This is an optimization exercise on Yosys and OpenROAD, whose aim is a short achievable clock period and few clock cycles, not a production implementation. Only simulation tests tie the RTL to the original design; equivalence was not proved. Power figures rest on the tool's default switching activity, not on a simulated workload.

==> design.v <==
`timescale 1ns / 1ps
module control(
    input  [31:0] ir,
    output [3:0]  alu_op,
    output        memtoreg, memwrite, sb, alu_src, regwrite, syscall, signext,
    output        beq, bne, bgtz, jr, j, jal, srlv,
    output [4:0]  wnum
    );
    wire [5:0] op = ir[31:26];
    wire [5:0] fn = ir[5:0];
    wire rt0 = (op == 6'd0);
    wire SLL  = rt0 & (fn == 6'd0);
    wire SRL  = rt0 & (fn == 6'd2);
    wire SRA  = rt0 & (fn == 6'd3);
    wire SRLV = rt0 & (fn == 6'd6);
    wire JR   = rt0 & (fn == 6'd8);
    wire SYSC = rt0 & (fn == 6'd12);
    wire ADD  = rt0 & (fn == 6'd32);
    wire ADDU = rt0 & (fn == 6'd33);
    wire SUB  = rt0 & (fn == 6'd34);
    wire SUBU = rt0 & (fn == 6'd35);
    wire AND  = rt0 & (fn == 6'd36);
    wire OR   = rt0 & (fn == 6'd37);
    wire NOR  = rt0 & (fn == 6'd39);
    wire SLT  = rt0 & (fn == 6'd42);
    wire SLTU = rt0 & (fn == 6'd43);
    wire RT   = rt0 & ~SYSC;
    wire J     = (op == 6'd2);
    wire JAL   = (op == 6'd3);
    wire BEQ   = (op == 6'd4);
    wire BNE   = (op == 6'd5);
    wire BGTZ  = (op == 6'd7);
    wire ADDI  = (op == 6'd8);
    wire ADDIU = (op == 6'd9);
    wire SLTI  = (op == 6'd10);
    wire ANDI  = (op == 6'd12);
    wire ORI   = (op == 6'd13);
    wire LW    = (op == 6'd35);
    wire SB    = (op == 6'd40);
    wire SW    = (op == 6'd43);
    assign memtoreg = LW;
    assign memwrite = SW | SB;
    assign sb       = SB;
    assign alu_src  = ADDI | ANDI | ADDIU | SLTI | ORI | LW | SW | SB;
    assign regwrite = RT | JAL | ADDI | ANDI | ADDIU | SLTI | ORI | LW;
    assign syscall  = SYSC;
    assign signext  = ~(ANDI | ORI);
    assign beq = BEQ; assign bne = BNE; assign bgtz = BGTZ;
    assign jr = JR; assign j = J; assign jal = JAL; assign srlv = SRLV;
    assign wnum = JAL ? 5'd31 : RT ? ir[15:11] : ir[20:16];
    assign alu_op = (ADD | ADDU | ADDI | ADDIU | LW | SW | SB) ? 4'd5 :
                    SLL ? 4'd0 :
                    SRA ? 4'd1 :
                    (SRL | SRLV) ? 4'd2 :
                    (SUB | SUBU) ? 4'd6 :
                    (AND | ANDI) ? 4'd7 :
                    (OR | ORI) ? 4'd8 :
                    (SLT | SLTI) ? 4'd11 :
                    SLTU ? 4'd12 :
                    NOR ? 4'd10 : 4'd13;
endmodule
`timescale 1ns / 1ps
module ALU(
	input [31:0] x,
	input [31:0] y,
	input [3:0] aluop,
	input [4:0] shamt,
	output reg [31:0] res1
    );
always @(*)
	begin
	case(aluop)
	0: res1 = y << shamt;
	1: res1 = $signed(y) >>> shamt;
	2: res1 = y >> shamt;
	5: res1 = x + y;
	6: res1 = x - y;
	7: res1 = x & y;
	8: res1 = x | y;
	9: res1 = x ^ y;
	10: res1 = ~(x | y);
	11: res1 = ($signed(x) < $signed(y)) ? 32'd1 : 32'd0;
	12: res1 = (x < y) ? 32'd1 : 32'd0;
	default: res1 = 0;
	endcase  
end
endmodule
`timescale 1ns / 1ps
module RegFile(
	input [4:0] R1_num,
	input [4:0] R2_num,
	input [4:0] W_num,
	input [31:0] Din,
	input WE,
	input clk,
	output [31:0] R1_data,
	output [31:0] R2_data,
	output [31:0] V0_data,
	output [31:0] A0_data
    );
reg [31:0] Reg [1:31];
always @(posedge clk)
begin
	if(WE && W_num != 5'd0) Reg[W_num] <= Din;
end
assign R1_data = (R1_num == 5'd0) ? 32'd0 : Reg[R1_num];
assign R2_data = (R2_num == 5'd0) ? 32'd0 : Reg[R2_num];
assign V0_data = Reg[2];
assign A0_data = Reg[4];
endmodule
`timescale 1ns / 1ps
module LedData(show, R2, clk, clr, data);
    input show, clk, clr;
    input [31:0] R2;
    output reg [31:0]data;
    always @(posedge clr or posedge clk) begin
		if(clr == 1) begin
			data <= 0;
		end
		else if(show == 1) begin
			data <= R2;
		end
	end
endmodule
`timescale 1ns / 1ps
module Counter(running, clk, clr, count);
    input running,clk,clr;
    output reg [31:0] count;
    always @(posedge clk) begin
     if(clr) count <= 0;
      else  if(running) count <= count+1;
    end
endmodule
`timescale 1ns / 1ps
module RAM(Addr, data_in, sb, memWrite, clk, clr, data_out, mem_probe, probe);
    input [6:0] Addr;
    input [31:0] data_in;
    input sb, memWrite, clk, clr;
    output wire [31:0] data_out;
    output wire [31:0] mem_probe;
    input wire [4:0] probe;
    wire [31:0] words [0:31];
    wire [4:0] index = Addr[6:2];
    assign data_out = words[index];
    assign mem_probe = words[probe];
    genvar w, b;
    generate
        for (w = 0; w < 32; w = w + 1) begin : g_word
            for (b = 0; b < 4; b = b + 1) begin : g_byte
                reg [7:0] byte_q;
                always @(posedge clk or posedge clr) begin
                    if(clr) byte_q <= 8'h0;
                    else if(memWrite && index == w && (!sb || Addr[1:0] == b))
                        byte_q <= sb ? data_in[7:0] : data_in[8*b+7:8*b];
                end
                assign words[w][8*b+7:8*b] = byte_q;
            end
        end
    endgenerate
endmodule
`timescale 1ns / 1ps
module MIPS_CPU(
	input rst, Go, clk,
	output [31:0] Leddata, Count_cycle, Count_branch, Count_jmp,
	input [4:0] probe,
	output [31:0] mem_probe,
	output [9:0] imem_addr,
	input [31:0] imem_data,
	output halted
    );
reg run;
reg [31:0] PC;
assign imem_addr = PC[11:2];
assign halted = ~run;
wire [31:0] IR = imem_data;
wire [3:0] alu_op;
wire memtoreg, memwrite, sb, alu_src, regwrite, syscall, signext;
wire beq, bne, bgtz, jr, j, jal, srlv;
wire [4:0] wnum;
control ctl(IR, alu_op, memtoreg, memwrite, sb, alu_src, regwrite, syscall, signext,
	beq, bne, bgtz, jr, j, jal, srlv, wnum);
wire [4:0] rs = IR[25:21];
wire [4:0] rt = IR[20:16];
wire [31:0] imm = {{16{signext & IR[15]}}, IR[15:0]};
reg        B_regwrite, B_memtoreg, B_memwrite, B_sb, B_jal;
reg [4:0]  B_wnum;
reg [3:0]  B_aluop;
reg [4:0]  B_shamt;
reg [31:0] B_x, B_y, B_sd, B_pc4;
wire [31:0] B_din;
wire B_fwd_ok = B_regwrite & (B_wnum != 5'd0);
wire [31:0] rf_a, rf_b, rf_v0, rf_a0;
RegFile regFile1(rs, rt, B_wnum, B_din, B_regwrite, clk, rf_a, rf_b, rf_v0, rf_a0);
wire [31:0] A = (B_fwd_ok && B_wnum == rs) ? B_din : rf_a;
wire [31:0] Bv = (B_fwd_ok && B_wnum == rt) ? B_din : rf_b;
wire [31:0] V0 = (B_fwd_ok && B_wnum == 5'd2) ? B_din : rf_v0;
wire [31:0] A0 = (B_fwd_ok && B_wnum == 5'd4) ? B_din : rf_a0;
wire show = syscall & (V0 == 32'd34);
wire halt = syscall & (V0 != 32'd34);
wire equal = (A == Bv);
wire br_taken = (beq & equal) | (bne & ~equal) | (bgtz & ~A[31] & (A != 32'd0));
wire [31:0] PC4 = PC + 32'd4;
wire [31:0] br_target = PC4 + {imm[29:0], 2'b00};
wire [31:0] j_target = {PC[31:28], IR[25:0], 2'b00};
wire [31:0] nextPC = jr ? A : (j | jal) ? j_target : br_taken ? br_target : PC4;
always @(posedge clk or posedge rst) begin
	if (rst) run <= 1'b1;
	else if (Go) run <= 1'b1;
	else if (run & halt) run <= 1'b0;
end
always @(posedge clk or posedge rst) begin
	if (rst) PC <= 32'd0;
	else if (run) PC <= nextPC;
end
always @(posedge clk or posedge rst) begin
	if (rst) begin
		B_regwrite <= 1'b0; B_memwrite <= 1'b0;
	end else if (run) begin
		B_regwrite <= regwrite; B_memwrite <= memwrite;
	end else begin
		B_regwrite <= 1'b0; B_memwrite <= 1'b0;
	end
end
always @(posedge clk) begin
	if (run) begin
		B_memtoreg <= memtoreg; B_sb <= sb; B_jal <= jal;
		B_wnum <= wnum; B_aluop <= alu_op;
		B_shamt <= srlv ? A[4:0] : IR[10:6];
		B_x <= A;
		B_y <= alu_src ? imm : Bv;
		B_sd <= Bv;
		B_pc4 <= PC4;
	end
end
LedData led(run & show, A0, clk, rst, Leddata);
wire [31:0] alu_res;
ALU alu1(B_x, B_y, B_aluop, B_shamt, alu_res);
wire [31:0] mem_out;
RAM RAM1(alu_res[6:0], B_sd, B_sb, B_memwrite, clk, rst, mem_out, mem_probe, probe);
assign B_din = B_jal ? B_pc4 : B_memtoreg ? mem_out : alu_res;
Counter count1(run, clk, rst, Count_cycle);
Counter count2(run & br_taken, clk, rst, Count_branch);
Counter count3(run & (j | jal | jr), clk, rst, Count_jmp);
endmodule
==> run.sh <==
#!/bin/bash
# synth_recipe.tcl (not shown) runs the flow's synth.tcl, then flattens the netlist and writes it again
# the make line also repeats each setting of config.mk as NAME=value (left out here)
make -C /OpenROAD-flow-scripts/flow DESIGN_CONFIG=/design/flow/config.mk WORK_HOME=/design/flow/orfs CLKGATE_MAP_FILE= SYNTH_SCRIPT=/design/flow/synth_recipe.tcl finish
==> config.mk <==
export PLATFORM = sky130hd
export DESIGN_NAME = MIPS_CPU
export DESIGN_NICKNAME = MIPS_CPU
export VERILOG_FILES = /design/flow/design.v
export SDC_FILE = /design/flow/constraint.sdc
export NUM_CORES = 8
export LEC_CHECK = 0
export ABC_CLOCK_PERIOD_IN_PS = 5000
export CAP_MARGIN = 20
export CORE_MARGIN = 2
export CORE_UTILIZATION = 40
export PLACE_DENSITY = 0.6
export SETUP_SLACK_MARGIN = 4.5
export SLEW_MARGIN = 20
export TNS_END_PERCENT = 100
==> constraint.sdc <==
create_clock -name core_clock -period 10.0 [get_ports {clk}]
set_input_delay 2.0000 -clock core_clock [delete_from_list [all_inputs] [get_ports {clk}]]
set_output_delay 2.0000 -clock core_clock [all_outputs]
set_load 0.01 [all_outputs]
==> flow_metrics.py, run 1 <==
metrics = {
    "outcome": {
        "status": "finished clean",
    },
    "power_and_ir_drop": {
        "p_leak_uw": 0.0614,
        "peakVddDrop_v": 0.000145,
        "powerDensity_nw_per_um2": 189,
    },
    "cts": {
        "cts_buffers": 273,
        "htreeDepth": 5,
        "clock-sinks": 2324,
        "clk_pin_slew_ns": 0.06,
        "cts_buffer_depth": 4,
        "cts_tree": "built",
        "insertion_delay_ns": 0.99,
        "cts_hold_buf": 0,
        "root_buffer": "clkbuf_16",
    },
    "timing": {
        "slew_headroom_pct": 7.57,
        "period_share_pct": 76.4,
        "layout_min_cycle_time_ns": 7.64,
        "fin_skew_ns": 0.111,
        "tightest_slew_ns": 1.38,
        "rsz0062_at_grt": "true",
        "final_max_slew_viol_count": 0,
        "hold_violations": 0,
        "fin_tns_setup_ns": 0,
        "setup_violations": 0,
        "clock.fmax_mhz": 131,
    },
    "routing": {
        "postRouteAntennaNets": 0,
        "wl_per_cell_um": 43.1,
        "wirelength_mm": 695,
        "drt_iter0_markers": 21374,
        "vias": 116714,
        "first_pass_iters": 12,
        "remaining_drc_errors": 0,
        "detail_route.vias_per_cell": 7.24,
    },
    "placement": {
        "place_congestion": 1.06,
        "io_buffers": 210,
        "placed_area_um2": 134000,
        "placedCellCount": 14811,
        "dp_hpwl_mm": 420,
    },
    "flow_run": {
        "drv_cap": 0,
    },
    "critical_path": {
        "crit_top_cell": "buf_12",
        "critical_path_class": "reg2reg",
        "critPathSlowestCell": "a222oi_1",
        "crit_fanout": 7,
        "slowest_delay_ns": 0.60,
        "required_ns": 10.80,
        "end_kind": "register",
        "critPathTopFamily": "simple AND/OR/NAND/NOR gates",
        "critPathLaunchType": "register",
        "rr_startpoint": "B_x[1]",
        "cp-startpoint": "B_x[1]",
        "cp_data_arrival_time_ns": 8.43,
        "crit_buf_inv": 8,
    },
    "layout": {
        "fillCellCount": 26584,
        "areaGrowthSynthToFinish_pct": 27.8,
        "fin_area_um2": 159000,
        "drive_above_1_share_pct": 30.0,
        "multiInputGateArea_um2": 62800,
        "seqCellArea_um2": 63400,
        "layout_commonest_cell": "edfxtp_1",
        "fin_nets": 11886,
        "mostFrequentLayoutCells": "edfxtp_1, dfrtp_1, nor2_1",
        "fin_cells": 16120,
    },
    "yosys": {
        "postSynth.asyncResetShare_pct": 46.9,
        "synthCells": 10858,
        "synth_nets": 11031,
        "synth_ff_type": "edfxtp_1",
        "netlist_top_cells_area": "edfxtp_1, dfrtp_1, mux4_2",
        "synth_cell_types": 115,
        "yosys_warnings": 6,
        "synth-edff-count": 1137,
        "syn_area_um2": 124000,
        "ys_seq_area_share_pct": 51.1,
        "synth_top_area_cell": "edfxtp_1",
        "syn_avg_cell_area_um2": 11.4,
        "synth.top_cell.area_share_pct": 27.5,
        "ys_ff_latch": 2324,
    },
    "floorplan": {
        "die_w_um": 561,
        "dieArea_um2": 315000,
        "ios": 211,
        "start_util_pct": 40.2,
        "core.rowCount": 204,
        "die_height_um": 561,
        "coreArea_um2": 309000,
    },
    "global_routing": {
        "grtUsageTotal_pct": 42.3,
        "antenna_found_initial": 77,
        "grt_max_degree": 166,
        "grt_pass1_wl_mm": 922,
        "grt_pass1_vias": 107858,
        "overflow": 0,
    },
    "min_path": {
        "hp-start": "count3.count[31]",
        "hold_class": "reg2reg",
    },
}
per-layer routing:
metal	track usage, %	up-vias	share of wire, %
met2	58.2	10962	40
met3	19.4	3339	15
met4	31.1	60	9.5
met5	1.43	-	0.16
met1	51.8	58317	35
li1	-	44036	-
area by class of cell:
type | count | area share (%)
clock buffer | 365 | 4.87
tap | 4120 | 3.25
timing repair buffer | 1477 | 10.9
sequential | 2324 | 40.0
timing repair inverter | 12 | 0.0576
inverter | 176 | 0.462
antenna | 70 | 0.110
clock inverter | 127 | 0.849
multi-input combinational | 7449 | 39.6
worst paths after layout:
| kind | end | slack [ns] | cells after the start |
|---|---|---|---|
| max | count2.count[30] | 2.36 | 29 |
| min | count3.count[31] | 0.49 | 2 |
| max reg2reg | count2.count[30] | 2.36 | 29 |
| min reg2reg | count3.count[31] | 0.49 | 2 |
| max in group asynchronous | RAM1.g_word[2].g_byte[3].byte_q[5] | 6.32 | 4 |
| min in group asynchronous | RAM1.g_word[23].g_byte[2].byte_q[4] | 1.18 | 2 |
flip-flops by register name, summed over array words and instances, names as in the netlist, 4 cells and up:
name	count
B_aluop	4
B_pc4	32
B_sd	32
B_shamt	5
B_wnum	5
B_x	32
B_y	32
PC	32
RAM1.g_word.g_byte.byte_q	1024
count1.count	32
count2.count	32
count3.count	32
led.data	32
regFile1.Reg	992
synthesized netlist by cell type, types with 27 or more instances:
cell / count
clkbuf_1: 689
a32oi_1: 54
dfxtp_1: 96
a211oi_1: 93
nor2_1: 1189
and3_1: 75
o21ai_1: 27
nand2b_1: 47
and2_1: 28
nand2_1: 704
a221o_1: 34
mux4_2: 543
xnor2_1: 86
dfrtp_1: 1090
a21oi_1: 998
a22oi_1: 334
nand3_1: 229
nor4_1: 56
a21o_1: 46
a221oi_1: 258
nand4_1: 131
o21ai_0: 436
a22o_1: 245
buf_2: 92
mux2i_1: 336
o22ai_1: 77
buf_4: 27
xor2_1: 63
edfxtp_1: 1137
a222oi_1: 47
nor3_1: 116
inv_1: 169
ha_1: 130
o211ai_1: 52
a31oi_1: 52
o32a_1: 44
mux2_2: 308
buf_1: 98
or3_1: 42
or2_2: 36
nor2b_1: 36
o221ai_1: 44
worst min-delay path: cells and delay by family, from the launching register on:
| kind | cells | cell delay [ns] |
|---|---|---|
| flip-flops | 1 | 0.31 |
| AO/OA/AOI/OAI | 2 | 0.13 |
power by group:
part	internal (uW)	leakage [uW]	total (uW)	switching (uW)
sequential	10700	0.0267	11500	849
clock	5960	0.00446	10400	4440
combinational	2790	0.0303	8010	5220
metrics by stage:
stage	power, uW	setup slack [ns]	hold slack [ns]	utilization [%]
6_report	29900	2.36	0.493	51.4
5_1_grt	30200	2.41	0.530	51.3
4_1_cts	28800	2.54	0.483	49.8
3_5_place_dp	17500	0.784	0.469	43.4
3_3_place_gp	17400	0.890	0.473	43.3
2_1_floorplan	14500	3.39	0.425	-
cell families (layout without fill, tap and decap cells):
logic type,count (synthesis),count (layout),synth area share [%]
xor+xnor,150,150,1.06
mux,1187,1187,15.4
other cells,0,70,0
flops,2324,2324,51.1
compound gates,3176,3178,17.5
fa+ha+maj,133,133,1.36
simple gates,2798,2801,10.2
buf+inv,1090,2157,3.52
what timing repair did:
| item | in CTS | in global routing |
|---|---|---|
| cloned | 67 | 22 |
| resized for setup | 1185 | 600 |
| endpoints found under the setup margin | 2273 | 1584 |
| setup buffers | 473 | 182 |
| pin swaps | 294 | 331 |
Testbench counts, summed over its fixed seeds: cycles 81,580.
==> run 2: changes to the inputs <==
--- a/design.v
+++ b/design.v
@@ -94,18 +94,31 @@
 	input WE,
 	input clk,
-	output [31:0] R1_data,
-	output [31:0] R2_data,
+	output reg [31:0] R1_data,
+	output reg [31:0] R2_data,
 	output [31:0] V0_data,
 	output [31:0] A0_data
     );
-reg [31:0] Reg [1:31];
-always @(posedge clk)
-begin
-	if(WE && W_num != 5'd0) Reg[W_num] <= Din;
-end
-assign R1_data = (R1_num == 5'd0) ? 32'd0 : Reg[R1_num];
-assign R2_data = (R2_num == 5'd0) ? 32'd0 : Reg[R2_num];
-assign V0_data = Reg[2];
-assign A0_data = Reg[4];
+wire [31:0] q [0:31];
+assign q[0] = 32'd0;
+genvar k;
+generate
+	for (k = 1; k < 32; k = k + 1) begin : g_reg
+		reg [31:0] r;
+		always @(posedge clk)
+			if (WE && W_num == k) r <= Din;
+		assign q[k] = r;
+	end
+endgenerate
+integer i;
+always @(*) begin
+	R1_data = 32'd0;
+	R2_data = 32'd0;
+	for (i = 1; i < 32; i = i + 1) begin
+		R1_data = R1_data | ({32{R1_num == i}} & q[i]);
+		R2_data = R2_data | ({32{R2_num == i}} & q[i]);
+	end
+end
+assign V0_data = q[2];
+assign A0_data = q[4];
 endmodule
 `timescale 1ns / 1ps
@@ -133,15 +146,22 @@
 endmodule
 `timescale 1ns / 1ps
-module RAM(Addr, data_in, sb, memWrite, clk, clr, data_out, mem_probe, probe);
-    input [6:0] Addr;
+module RAM(wsel, lane, data_in, sb, memWrite, clk, clr, data_out, mem_probe, probe);
+    input [31:0] wsel;
+    input [1:0] lane;
     input [31:0] data_in;
     input sb, memWrite, clk, clr;
-    output wire [31:0] data_out;
-    output wire [31:0] mem_probe;
+    output reg [31:0] data_out;
+    output reg [31:0] mem_probe;
     input wire [4:0] probe;
     wire [31:0] words [0:31];
-    wire [4:0] index = Addr[6:2];
-    assign data_out = words[index];
-    assign mem_probe = words[probe];
+    integer i;
+    always @(*) begin
+        data_out = 32'd0;
+        mem_probe = 32'd0;
+        for (i = 0; i < 32; i = i + 1) begin
+            data_out = data_out | ({32{wsel[i]}} & words[i]);
+            mem_probe = mem_probe | ({32{probe == i}} & words[i]);
+        end
+    end
     genvar w, b;
     generate
@@ -151,5 +171,5 @@
                 always @(posedge clk or posedge clr) begin
                     if(clr) byte_q <= 8'h0;
-                    else if(memWrite && index == w && (!sb || Addr[1:0] == b))
+                    else if(memWrite && wsel[w] && (!sb || lane == b))
                         byte_q <= sb ? data_in[7:0] : data_in[8*b+7:8*b];
                 end
@@ -192,16 +212,33 @@
 wire [31:0] rf_a, rf_b, rf_v0, rf_a0;
 RegFile regFile1(rs, rt, B_wnum, B_din, B_regwrite, clk, rf_a, rf_b, rf_v0, rf_a0);
-wire [31:0] A = (B_fwd_ok && B_wnum == rs) ? B_din : rf_a;
-wire [31:0] Bv = (B_fwd_ok && B_wnum == rt) ? B_din : rf_b;
+wire fa  = B_fwd_ok & (B_wnum == rs);
+wire fb  = B_fwd_ok & (B_wnum == rt);
+wire [31:0] A  = fa ? B_din : rf_a;
+wire [31:0] Bv = fb ? B_din : rf_b;
 wire [31:0] V0 = (B_fwd_ok && B_wnum == 5'd2) ? B_din : rf_v0;
 wire [31:0] A0 = (B_fwd_ok && B_wnum == 5'd4) ? B_din : rf_a0;
 wire show = syscall & (V0 == 32'd34);
 wire halt = syscall & (V0 != 32'd34);
-wire equal = (A == Bv);
-wire br_taken = (beq & equal) | (bne & ~equal) | (bgtz & ~A[31] & (A != 32'd0));
+wire eq_rr = (rf_a == rf_b);
+wire eq_dr = (B_din == rf_b);
+wire eq_rd = (rf_a == B_din);
+wire equal = fa ? (fb ? 1'b1 : eq_dr) : (fb ? eq_rd : eq_rr);
+wire gtz_r = ~rf_a[31] & (rf_a != 32'd0);
+wire gtz_d = ~B_din[31] & (B_din != 32'd0);
+wire gtz = fa ? gtz_d : gtz_r;
+wire br_taken = (beq & equal) | (bne & ~equal) | (bgtz & gtz);
 wire [31:0] PC4 = PC + 32'd4;
 wire [31:0] br_target = PC4 + {imm[29:0], 2'b00};
 wire [31:0] j_target = {PC[31:28], IR[25:0], 2'b00};
-wire [31:0] nextPC = jr ? A : (j | jal) ? j_target : br_taken ? br_target : PC4;
+wire [31:0] seqPC = jr ? A : (j | jal) ? j_target : PC4;
+wire [31:0] nextPC = br_taken ? br_target : seqPC;
+wire [6:0] addr7 = A[6:0] + imm[6:0];
+wire [31:0] wsel;
+genvar gi;
+generate
+	for (gi = 0; gi < 32; gi = gi + 1) begin : g_wsel
+		assign wsel[gi] = (addr7[6:2] == gi);
+	end
+endgenerate
 always @(posedge clk or posedge rst) begin
 	if (rst) run <= 1'b1;
@@ -213,4 +250,6 @@
 	else if (run) PC <= nextPC;
 end
+reg [31:0] B_wsel;
+reg [1:0]  B_lane;
 always @(posedge clk or posedge rst) begin
 	if (rst) begin
@@ -231,4 +270,6 @@
 		B_sd <= Bv;
 		B_pc4 <= PC4;
+		B_wsel <= wsel;
+		B_lane <= addr7[1:0];
 	end
 end
@@ -237,8 +278,13 @@
 ALU alu1(B_x, B_y, B_aluop, B_shamt, alu_res);
 wire [31:0] mem_out;
-RAM RAM1(alu_res[6:0], B_sd, B_sb, B_memwrite, clk, rst, mem_out, mem_probe, probe);
+RAM RAM1(B_wsel, B_lane, B_sd, B_sb, B_memwrite, clk, rst, mem_out, mem_probe, probe);
 assign B_din = B_jal ? B_pc4 : B_memtoreg ? mem_out : alu_res;
 Counter count1(run, clk, rst, Count_cycle);
-Counter count2(run & br_taken, clk, rst, Count_branch);
-Counter count3(run & (j | jal | jr), clk, rst, Count_jmp);
-endmodule
+reg br_pend, jmp_pend;
+always @(posedge clk or posedge rst) begin
+	if (rst) begin br_pend <= 1'b0; jmp_pend <= 1'b0; end
+	else begin br_pend <= run & br_taken; jmp_pend <= run & (j | jal | jr); end
+end
+Counter count2(br_pend, clk, rst, Count_branch);
+Counter count3(jmp_pend, clk, rst, Count_jmp);
+endmodule
==> run 2 against run 1 <==
Still clean on timing, DRC and antenna. Sequential share of layout area is 2.1 points higher. Area after synthesis is 1.8% lower. Non-clock buffer count is 27 lower. Critical path depth is 9 lower. First-iteration DRC count is 17% higher. Die area is 1.8% lower. Power is 0.13% lower. Sequential power is 8% higher.
==> flow_metrics.py, run 2 <==
metrics = {
    "outcome": {
        "status": "finished clean",
    },
    "timing": {
        "slew_headroom_pct": 13.1,
        "whs_ns": 0.449,
        "fin_skew_ns": 0.0805,
        "fin_tns_setup_ns": 0,
        "final_max_slew_viol_count": 0,
        "worst_slack_ns": 3.13,
        "layout_min_cycle_time_ns": 6.87,
        "clock.fmax_mhz": 146,
        "rsz0062_at_grt": "true",
        "hold_violations": 0,
        "tightest_slew_ns": 1.30,
        "setup_violations": 0,
        "period_share_pct": 68.7,
    },
    "layout": {
        "multiInputGateArea_um2": 58600,
        "reg_top3": "RAM1.g_word.g_byte.byte_q x1024, regFile1.g.r x992",
        "fin_area_um2": 153000,
        "fin_cells": 16547,
        "fin_nets": 12464,
        "largest_register": "RAM1.g_word.g_byte.byte_q",
        "seqCellArea_um2": 64400,
        "areaGrowthSynthToFinish_pct": 26.0,
        "drive_above_1_share_pct": 24.0,
        "largest_reg_flops": 1024,
        "fillCellCount": 26529,
        "mostFrequentLayoutCells": "edfxtp_1, a22oi_1, dfrtp_1",
        "layout_commonest_cell": "edfxtp_1",
    },
    "global_routing": {
        "grt_pass1_vias": 115470,
        "grtUsageTotal_pct": 46.1,
        "grt.busiest_layer": "met2",
        "grt_max_degree": 181,
        "grt_util_met2_pct": 61.9,
        "overflow": 0,
        "antenna_found_initial": 69,
        "grtUsageMet3_pct": 21.8,
        "met1_usage_pct": 56.7,
        "grt_pass1_wl_mm": 986,
    },
    "routing": {
        "drt_iter0_markers": 25038,
        "remaining_drc_errors": 0,
        "first_pass_iters": 19,
        "postRouteAntennaNets": 0,
        "wl_per_cell_um": 44.9,
        "wirelength_mm": 743,
        "detail_route.vias_per_cell": 7.56,
        "vias": 125142,
    },
    "cts": {
        "cts_buffer_depth": 4,
        "root_buffer": "clkbuf_16",
        "clk_pin_slew_ns": 0.06,
        "insertion_delay_ns": 0.95,
        "htreeDepth": 5,
        "cts_hold_buf": 0,
        "cts_tree": "built",
        "cts_buffers": 274,
        "clock-sinks": 2360,
    },
    "floorplan": {
        "ios": 211,
        "start_util_pct": 40.2,
        "die_w_um": 556,
        "core.rowCount": 202,
        "coreArea_um2": 303000,
        "die_height_um": 556,
        "dieArea_um2": 309000,
    },
    "flow_run": {
        "drv_cap": 0,
    },
    "yosys": {
        "syn_area_um2": 122000,
        "synth_nets": 11687,
        "synth.top_cell.area_share_pct": 28.9,
        "synthTopCellsByCount": "edfxtp_1, a22oi_1, nor2_1",
        "synth_most_common_cell": "edfxtp_1",
        "netlist_top_cells_area": "edfxtp_1, dfrtp_1, a22oi_1",
        "postSynth.asyncResetShare_pct": 46.3,
        "ys_seq_area_share_pct": 52.9,
        "ys_ff_latch": 2360,
        "synth-edff-count": 1171,
        "synth_cell_types": 104,
        "syn_avg_cell_area_um2": 10.6,
        "synth_ff_type": "edfxtp_1",
        "synthCells": 11508,
        "yosys_warnings": 6,
        "synth_top_area_cell": "edfxtp_1",
    },
    "critical_path": {
        "rr_startpoint": "B_wsel[9]",
        "cp_data_arrival_time_ns": 7.66,
        "critical_path_class": "in2reg",
        "critPathLaunchType": "input port",
        "end_kind": "register",
        "cp-startpoint": "imem_data[17]",
        "crit_fanout": 8,
        "required_ns": 10.79,
    },
    "placement": {
        "placedCellCount": 15282,
        "dp_hpwl_mm": 460,
        "place_ws_ns": 0.940,
        "io_buffers": 210,
        "place_congestion": 1.05,
        "placed_area_um2": 131000,
    },
    "power_and_ir_drop": {
        "peakVddDrop_v": 0.000147,
        "powerDensity_nw_per_um2": 195,
        "p_leak_uw": 0.0610,
    },
    "min_path": {
        "hold_class": "reg2reg",
        "hp-start": "PC[1]",
    },
}
## run 2: changes by cell type after synthesis, sizes merged, moves of 102 or more
| cell | before | now |
|---|---|---|
| a22oi | 334 | 1139 |
| mux4 | 543 | 72 |
| and3 | 75 | 399 |
| a21oi | 1000 | 726 |
| mux2i | 336 | 127 |
| nand4 | 132 | 331 |
| nand2 | 704 | 812 |
| clkbuf | 689 | 791 |
## run 2: routing by layer
metal  part of all wire (%)  vias to the layer above
met3                     17                     4248
met1                     34                    61100
met5                   0.13                        -
met4                     10                       42
met2                     38                    13592
li1                       -                    46160
## run 2: logic make-up (layout without fill, tap and decap cells)
logic type,Yosys count,in the layout,share of synthesized area [%]
and+or+nand+nor,3609,3614,14.4
DFF,2360,2360,52.9
muxes,537,537,5.53
AOI/OAI and AO/OA,3509,3510,20.4
buffers and inverters,1120,2110,3.61
xor gates and xnor gates,234,234,1.68
other,0,65,0
adders and majority gates,139,139,1.45
## run 2: final cells by class
type,instances,area share [%]
well taps,3978,3.24
inverters,162,0.440
repair inverters,3,0.0122
flip-flops and latches,2360,42.0
repair buffers,1450,10.0
clock inverters,128,0.931
diodes,65,0.106
clock buffers,367,5.02
multi-input cells,8034,38.2
## run 2: critical path: stages
cell and delay, ns:
buf_16 0.13, buf_4 0.14, nor2_1 0.81, a21oi_1 0.24, o32a_1 0.43, nand4_1 0.14
or4_4 0.25, mux2i_1 0.10, or4_4 0.55, a2111oi_4 0.30, nand4_1 0.17, nor4b_2 0.24
nand4_1 0.09, or4_1 0.40, or4_4 0.47, a31o_4 0.25, o211ai_1 0.18, bufbuf_16 0.36
mux2i_1 0.09, mux2_4 0.27
## run 2: repair_timing
action,4_1_cts,5_1_grt
gates cloned,48,2
setup endpoints to repair,372,130
resized for setup,1196,257
buffers inserted,547,97
pin swaps,290,125
## run 2: metrics by stage
| step | util, % | total power [uW] |
|---|---|---|
| after detailed placement | 43.4 | 18100 |
| after global routing | 50.6 | 30400 |
| after global placement | 43.3 | 18000 |
| after CTS | 49.8 | 29100 |
| final | 50.7 | 29900 |
| after floorplan | - | 15400 |
## run 2: power breakdown
group / internal, uW / switching (uW)
sequential: 11300 / 1060
combinational: 2420 / 4660
clock: 5980 / 4440
total: 19700 / 10200
## run 2: worst paths after layout
| path | to | slack [ns] | cells past startpoint |
|---|---|---|---|
| max in group asynchronous | RAM1.g_word[25].g_byte[3].byte_q[1] | 6.13 | 4 |
| hold reg to reg | B_pc4[1] | 0.45 | 0 |
| setup reg to reg | PC[15] | 3.16 | 20 |
| setup / recovery | PC[15] | 3.13 | 20 |
| hold / removal | B_pc4[1] | 0.45 | 0 |
| min in group asynchronous | RAM1.g_word[10].g_byte[0].byte_q[4] | 1.62 | 2 |
Testbench counts of run 2, summed over its fixed seeds: cycles 81,580.
==> run 3: changes to the inputs <==
--- a/config.mk
+++ b/config.mk
@@ -6,5 +6,4 @@
 export NUM_CORES = 8
 export LEC_CHECK = 0
-export ABC_CLOCK_PERIOD_IN_PS = 5000
 export CAP_MARGIN = 20
 export CORE_MARGIN = 2
@@ -13,3 +12,5 @@
 export SETUP_SLACK_MARGIN = 4.5
 export SLEW_MARGIN = 20
+export SYNTH_HIERARCHICAL = 1
+export SYNTH_MINIMUM_KEEP_SIZE = 0
 export TNS_END_PERCENT = 100
==> run 3 against run 2 <==
Power rose by 3.2%. Largest power group unchanged. Core utilization decreased by 1.1 points. Still clean. Register-to-register slack better by 0.60 ns. Combinational power increased by 9.9%. First-iteration DRC count rose by 0.55%. Global-route usage up 0.75 points. Non-clock buffer count decreased by 153. Sequential cell count did not move. Critical endpoint is now mem_probe[2]. Worst hold slack improved by 0.0091 ns.
==> flow_metrics.py, run 3 <==
metrics = {
    "placement": {
        "io_buffers": 210,
        "placed_area_um2": 131000,
        "place_congestion": 1.05,
        "dp_hpwl_mm": 467,
        "place_ws_ns": 1.21,
    },
    "outcome": {
        "status": "finished clean",
    },
    "layout": {
        "post-route-util_pct": 49.6,
        "largest_reg_flops": 1024,
        "largest_register": "RAM1.g_word.g_byte.byte_q",
        "layout_commonest_cell": "a22oi_1",
        "reg_top3": "RAM1.g_word.g_byte.byte_q x1024, regFile1.g.r x992",
        "fin_nets": 12469,
        "fin_area_um2": 151000,
        "mostFrequentLayoutCells": "a22oi_1, edfxtp_1, dfrtp_1",
        "drive_above_1_share_pct": 22.3,
        "areaGrowthSynthToFinish_pct": 23.7,
    },
    "floorplan": {
        "dieArea_um2": 310000,
        "die_height_um": 557,
        "ios": 211,
        "core.rowCount": 203,
        "coreArea_um2": 305000,
        "die_w_um": 557,
        "start_util_pct": 40.1,
    },
    "power_and_ir_drop": {
        "p_total_uw": 30800,
        "powerDensity_nw_per_um2": 204,
        "peakVddDrop_v": 0.000132,
        "p_leak_uw": 0.0606,
    },
    "cts": {
        "cts_buffer_depth": 4,
        "root_buffer": "clkbuf_16",
        "cts_hold_buf": 0,
        "htreeDepth": 5,
        "cts_buffers": 274,
        "cts_tree": "built",
        "clk_pin_slew_ns": 0.06,
        "insertion_delay_ns": 0.98,
        "clock-sinks": 2360,
    },
    "yosys": {
        "ys_ff_latch": 2360,
        "syn_area_um2": 122000,
        "synth_nets": 11873,
        "synth_top_area_cell": "edfxtp_1",
        "netlist_top_cells_area": "edfxtp_1, dfrtp_1, a22oi_1",
        "synthCells": 11685,
        "syn_avg_cell_area_um2": 10.5,
        "synthTopCellsByCount": "a22oi_1, edfxtp_1, dfrtp_1",
        "synth-edff-count": 1171,
        "yosys_warnings": 12,
        "synth_ff_type": "edfxtp_1",
        "ys_seq_area_share_pct": 52.7,
        "synth.top_cell.area_share_pct": 28.7,
        "postSynth.asyncResetShare_pct": 46.3,
        "synth_most_common_cell": "a22oi_1",
        "synth_cell_types": 131,
    },
    "global_routing": {
        "grt_pass1_wl_mm": 995,
        "grt_max_degree": 175,
        "overflow": 0,
        "grt_pass1_vias": 113562,
        "grtUsageTotal_pct": 46.9,
        "antenna_found_initial": 90,
    },
    "timing": {
        "clock.fmax_mhz": 157,
        "setup_violations": 0,
        "final_max_slew_viol_count": 0,
        "hold_violations": 0,
        "whs_ns": 0.459,
        "tightest_slew_ns": 1.33,
        "rsz0062_at_grt": "true",
        "layout_min_cycle_time_ns": 6.37,
        "fin_skew_ns": 0.0815,
        "worst_slack_ns": 3.63,
        "period_share_pct": 63.7,
        "slew_headroom_pct": 10.9,
    },
    "critical_path": {
        "required_ns": 8.00,
        "critical_path_class": "in2out",
        "critPathLaunchType": "input port",
        "cp_data_arrival_time_ns": 4.37,
        "crit_fanout": 7,
        "end_kind": "output pin",
    },
    "routing": {
        "wl_met3_mm": 115,
        "highest_layer": "met5",
        "vias": 124474,
        "route.met2.wl_mm": 296,
        "wl_per_cell_um": 45.2,
        "postRouteAntennaNets": 0,
        "wirelength_mm": 754,
        "remaining_drc_errors": 0,
        "met1Wirelength_mm": 256,
        "first_pass_iters": 17,
        "drt_iter0_markers": 25175,
        "detail_route.vias_per_cell": 7.45,
    },
    "flow_run": {
        "drv_cap": 0,
    },
    "min_path": {
        "hold_class": "reg2reg",
    },
}
==> run 3: report_power, final <==
group          total (uW)  switching (uW)  internal (uW)
clock network       10700            4530           6200
logic                7780            5320           2460
registers           12300             959          11400
==> run 3: Yosys stat by module, one instance, submodules excluded <==
module,area (um^2),copies in the design
ALU,9190,1
Counter,1490,3
LedData,1350,1
MIPS_CPU,14300,1
RAM,49300,1
RegFile,43200,1
control,607,1
==> run 3: final timing paths <==
path,start,endpoint,slack (ns),cells past startpoint
setup reg to reg,B_wsel[3],PC[23],3.76,19
setup / recovery,probe[4],mem_probe[2],3.63,10
max in group asynchronous,rst,RAM1.g_word[19].g_byte[3].byte_q[3],6.49,4
hold reg to reg,PC[1],B_pc4[1],0.46,0
min in group asynchronous,rst,RAM1.g_word[10].g_byte[0].byte_q[4],1.39,2
hold / removal,PC[1],B_pc4[1],0.46,0
==> run 3: kinds of logic after synthesis <==
kind of cell             Yosys count  synth area share [%]
flip-flops                      2360                  52.7
XOR/XNOR                         153                  1.09
AND/OR/NAND/NOR                 3769                  15.6
adder cells (fa/ha/maj)          149                  1.55
multiplexers                     580                  5.52
AO/OA/AOI/OAI                   3476                  19.6
buffers and inverters           1198                  3.96
==> run 3: metrics by stage <==
stage | cells | setup TNS, ns
after floorplan | 11685 | -6260.67
after global placement | 15558 | 0
after detailed placement | 15565 | 0
after CTS | 16438 | 0
after global routing | 16616 | 0
final | 16702 | 0
==> run 3: area by class of cell <==
cell class / instances / area, um^2
antenna: 103 / 258
clock buffer: 360 / 7650
clock inverter: 134 / 1700
fill: 27114 / 154000
inverter: 205 / 828
multi-input combinational: 8142 / 58000
sequential: 2360 / 64400
tap: 4100 / 5130
timing repair buffer: 1297 / 13300
timing repair inverter: 1 / 5.00
==> run 3: worst max-delay path: stages <==
cell	delay, ns
buf_16	0.13
buf_8	0.14
and3b_4	0.27
buf_12	0.19
buf_8	0.14
and3_4	0.18
a2111oi_4	0.27
nand4_1	0.16
or4_4	0.69
buf_6	0.17
==> run 3: layer usage <==
layer  vias to the layer above  GRT usage [%]
met2                     13062           64.1
met3                      4389           20.1
met5                         -          0.617
met1                     60535           56.3
li1                      46436              -
met4                        52           40.0
==> run 3: what timing repair did <==
action,4_1_cts,5_1_grt
setup buffers,335,147
cloned,44,8
setup endpoints to repair,307,130
gates resized for setup,1022,331
pin swaps,212,190

what the ideal ports hide:
The flow's constraints put no driver on any port. The routed layouts listed below were extracted and timed again, unchanged, in two steps.
Step 1 (the two cells are an assumption about what drives the block):
set clk [get_ports {clk}]
set_driving_cell -lib_cell sky130_fd_sc_hd__clkbuf_16 $clk
set_driving_cell -lib_cell sky130_fd_sc_hd__buf_2 [delete_from_list [all_inputs] $clk]
Step 2 also shifts input and output timing later by t, the mid clock arrival at the registers, as if the neighbouring blocks saw the same clock.
a / b / c = no drivers / after step 1 / after step 2; a / b = the first two.
| run | t (ns) | setup WS [ns] | slew at the worst register clock pin (ns) | pins driven straight from the clock port |
|---|---|---|---|---|
| run 1 | 1.052 | 2.361 / 2.361 / 1.618 | 0.08 / 0.08 | 1 |
| run 2 | 1.019 | 3.135 / 3.012 / 1.993 | 0.07 / 0.07 | 1 |
| run 3 | 1.055 | 3.631 / 3.314 / 2.710 | 0.07 / 0.07 | 1 |
After both steps every run listed still meets setup and hold. The setup slack of run 2, which loses most, moves by -0.123 ns with the drivers and by -1.142 ns with both steps.
